This design comes from an exercise in tuning for small area, a short achievable clock period and few clock cycles on the open sky130 flow, not from production work.
In this exercise RTL edits were held to simulation tests only and were not proved equivalent to the original.

== pine ==
==> flow/design.v (excerpt) <==
module SoftMax (
	input				clk,
	input				rst_n,
	input				axisif_in_start,
	output				axisif_out_done,
	output		[3:0]	out_adrIn,
	input		[31:0]	in_dataIn,
	output		[3:0]	out_adrOut,
	output		[31:0]	out_dataOut,
	output				out_wr
);
For scale: ~4100 cells after synthesis, about 430 flip-flops, about 77 I/O pins.
Settings: LEC_CHECK=0, CAP_MARGIN=20, CELL_PAD_IN_SITES_DETAIL_PLACEMENT=1, CORE_MARGIN=2, CORE_UTILIZATION=40, CTS_CLUSTER_DIAMETER=150, CTS_CLUSTER_SIZE=25, SLEW_MARGIN=20, SYNTH_HIERARCHICAL=1, SYNTH_MINIMUM_KEEP_SIZE=0; clock period 310.0 ns.
standard.sh (not shown) runs the stock make flow with config.mk's settings and CLKGATE_MAP_FILE= SYNTH_SCRIPT=/design/flow/synth_recipe.tcl, a recipe that flattens the netlist after the stock synthesis.
==> flow/flow/run.sh <==
#!/bin/bash
# Layout: the standard flow (standard.sh), with one change: the port buffers that
# buffer_ports inserts are the smallest plain buffer, sky130_fd_sc_hd__buf_1, instead of its
# default clkdlybuf4s50_1, a delay cell.  Every port still gets its buffer.
set -euo pipefail
export BUFFER_PORTS_ARGS="-buffer_cell sky130_fd_sc_hd__buf_1"
bash standard.sh > standard.log 2>&1
pine finished every step from synthesis to the final layout, and the layout passed the timing, DRC and antenna checks.
Testbench counts of pine, summed over its fixed seeds: cycles 21,458.
--- input diff pine..maple ---
==> flow/flow/run.sh <==
#!/bin/bash
# Layout: the standard flow (standard.sh) with two changes:
#  - the port buffers that buffer_ports inserts are the smallest plain buffer,
#    sky130_fd_sc_hd__buf_1, instead of its default clkdlybuf4s50_1 (a delay cell);
#    every port still gets its buffer;
#  - clock tree synthesis without dummy loads (the clock tree is built with the same
#    clustering settings as in config.mk, CTS_CLUSTER_SIZE / CTS_CLUSTER_DIAMETER).
set -euo pipefail
export BUFFER_PORTS_ARGS="-buffer_cell sky130_fd_sc_hd__buf_1"
export CTS_ARGS="-sink_clustering_enable -repair_clock_nets -sink_clustering_size 25 -sink_clustering_max_diameter 150 -dont_use_dummy_load"
bash standard.sh > standard.log 2>&1
==> run notes <==
Summary of maple over pine: initial antenna violation count now smaller; filler cell count in the final layout ~0 delta; relative area change from synthesis to final layout moved down; non-clock buffer count went down by about 0.5%.

---

SoftMax, a different RTL version from the one above (not shown whole).
Size in the first run: roughly 4200 cells after synthesis, roughly 450 flip-flops, about 77 I/O pins, ~48000 um^2 of cells after synthesis.
clock: 310.0 ns
lec_check: 0
cap_margin: 20
core_margin: 2
core_utilization: 40
cts_cluster_diameter: 100
cts_cluster_size: 20
slew_margin: 20
synth_hierarchical: 1
synth_minimum_keep_size: 0
==> flow/flow/run.sh <==
#!/bin/bash
# Layout: the standard flow (standard.sh), with one change: the port buffers that
# buffer_ports inserts are the smallest plain buffer, sky130_fd_sc_hd__buf_1, instead of its
# default clkdlybuf4s50_1, a delay cell.  Every port still gets its buffer.
set -euo pipefail
export BUFFER_PORTS_ARGS="-buffer_cell sky130_fd_sc_hd__buf_1"
bash standard.sh > standard.log 2>&1
Testbench counts at the start, summed over its fixed seeds: cycles 21,626.
Edit:
==> flow/run.sh (new file) <==
#!/bin/bash
# synth_recipe.tcl (not shown) runs the flow's synth.tcl, then flattens the netlist and writes it again
# the make line also repeats each setting of config.mk as NAME=value (left out here)
make -C /OpenROAD-flow-scripts/flow DESIGN_CONFIG=/design/flow/config.mk WORK_HOME=/design/flow/orfs CLKGATE_MAP_FILE= SYNTH_SCRIPT=/design/flow/synth_recipe.tcl finish
removed: flow/flow/run.sh
removed: flow/standard.sh
Effect: Utilization rose by 0.41 points. Clock-buffer cell count rose by 2. Hold slack got worse by 0.016 ns. Setup slack got worse by 0.40 ns. Cell count is about the same. Critical path depth is unchanged.

---

## run a
Another version of the RTL of SoftMax (not shown whole).
Size: about 4,200 cells after synthesis, roughly 77 I/O pins.
Settings: LEC_CHECK=0, CAP_MARGIN=20, CELL_PAD_IN_SITES_DETAIL_PLACEMENT=1, CORE_MARGIN=2, CORE_UTILIZATION=40, CTS_CLUSTER_DIAMETER=100, CTS_CLUSTER_SIZE=20, SLEW_MARGIN=20, SYNTH_HIERARCHICAL=1, SYNTH_MINIMUM_KEEP_SIZE=0; clock period 310.0 ns.
==> flow/flow/run.sh <==
#!/bin/bash
# Layout: the standard flow (standard.sh), with one change: the port buffers that
# buffer_ports inserts are the smallest plain buffer, sky130_fd_sc_hd__buf_1, instead of its
# default clkdlybuf4s50_1, a delay cell.  Every port still gets its buffer.
set -euo pipefail
export BUFFER_PORTS_ARGS="-buffer_cell sky130_fd_sc_hd__buf_1"
bash standard.sh > standard.log 2>&1
Testbench counts of run a, summed over its fixed seeds: cycles 21,458.
What run b does differently from run a at the input level:
Settings: CTS_CLUSTER_SIZE now 25, was 20; CTS_CLUSTER_DIAMETER now 150, was 100.
==> flow/flow/run.sh <==
#!/bin/bash
# Layout: the standard flow (standard.sh) with two changes:
#  - the port buffers that buffer_ports inserts are the smallest plain buffer,
#    sky130_fd_sc_hd__buf_1, instead of its default clkdlybuf4s50_1 (a delay cell);
#    every port still gets its buffer;
#  - clock tree synthesis without dummy loads (the clock tree is built with the same
#    clustering settings as in config.mk, CTS_CLUSTER_SIZE / CTS_CLUSTER_DIAMETER).
set -euo pipefail
export BUFFER_PORTS_ARGS="-buffer_cell sky130_fd_sc_hd__buf_1"
export CTS_ARGS="-sink_clustering_enable -repair_clock_nets -sink_clustering_size 25 -sink_clustering_max_diameter 150 -dont_use_dummy_load"
bash standard.sh > standard.log 2>&1
## What came out
Diff run a -> run b: aggregate global-route resource usage went down 0.22 points; share of final-layout standard cells stronger than drive strength 1 went down 0.44 points; average wire per standard cell held. In run b, the post-route worst setup slack came out 0.042 ns below the value in run a. Summary of run b over run a: logic depth of the worst setup path including buffers essentially unchanged, worst setup skew after layout went up by 0.029 ns, routed via count now smaller, worst setup slack for register-to-register paths went up 0.05 ns. Between run a and run b, the difference in via count normalized by instance count is negligible. The maximum clock frequency was comparable across run a and run b. Worst hold slack across all endpoints is higher on run b.

[afterwards: timing with drivers on the ports]
The results above use ideal ports. As a check the final layouts listed here were re-extracted and re-timed, cells and wires unchanged. Step 1, drivers: a clkbuf_16 drives clk and a buf_2 each remaining input, both assumed. Step 2, shift: input delay + t, output delay - t, t = (earliest + latest rising clock arrival at the registers) / 2. This alone moves slack from input paths to output paths. Slacks: ideal / step 1 / step 2; pairs: ideal / step 1.
run	t, ns	setup WS [ns]	hold slack, ns	worst data-port slew with drivers (ns)
pine	0.655	246.680 / 246.616 / 246.886	0.433 / 0.433 / 0.433	0.04
maple	0.621	246.691 / 246.625 / 246.877	0.430 / 0.430 / 0.430	0.04
the first run of note 2	0.681	246.649 / 246.584 / 246.969	0.431 / 0.431 / 0.431	0.04
the second run of note 2	0.690	246.247 / 246.178 / 246.705	0.415 / 0.415 / 0.415	0.05
run a	0.668	246.672 / 246.607 / 246.540	0.425 / 0.425 / 0.425	0.04
run b	0.670	246.630 / 246.563 / 246.557	0.431 / 0.431 / 0.431	0.04
After both steps setup and hold are still met in every run listed. The setup slack of run a, which loses most, moves by -0.065 ns with the drivers and by -0.132 ns with both steps.
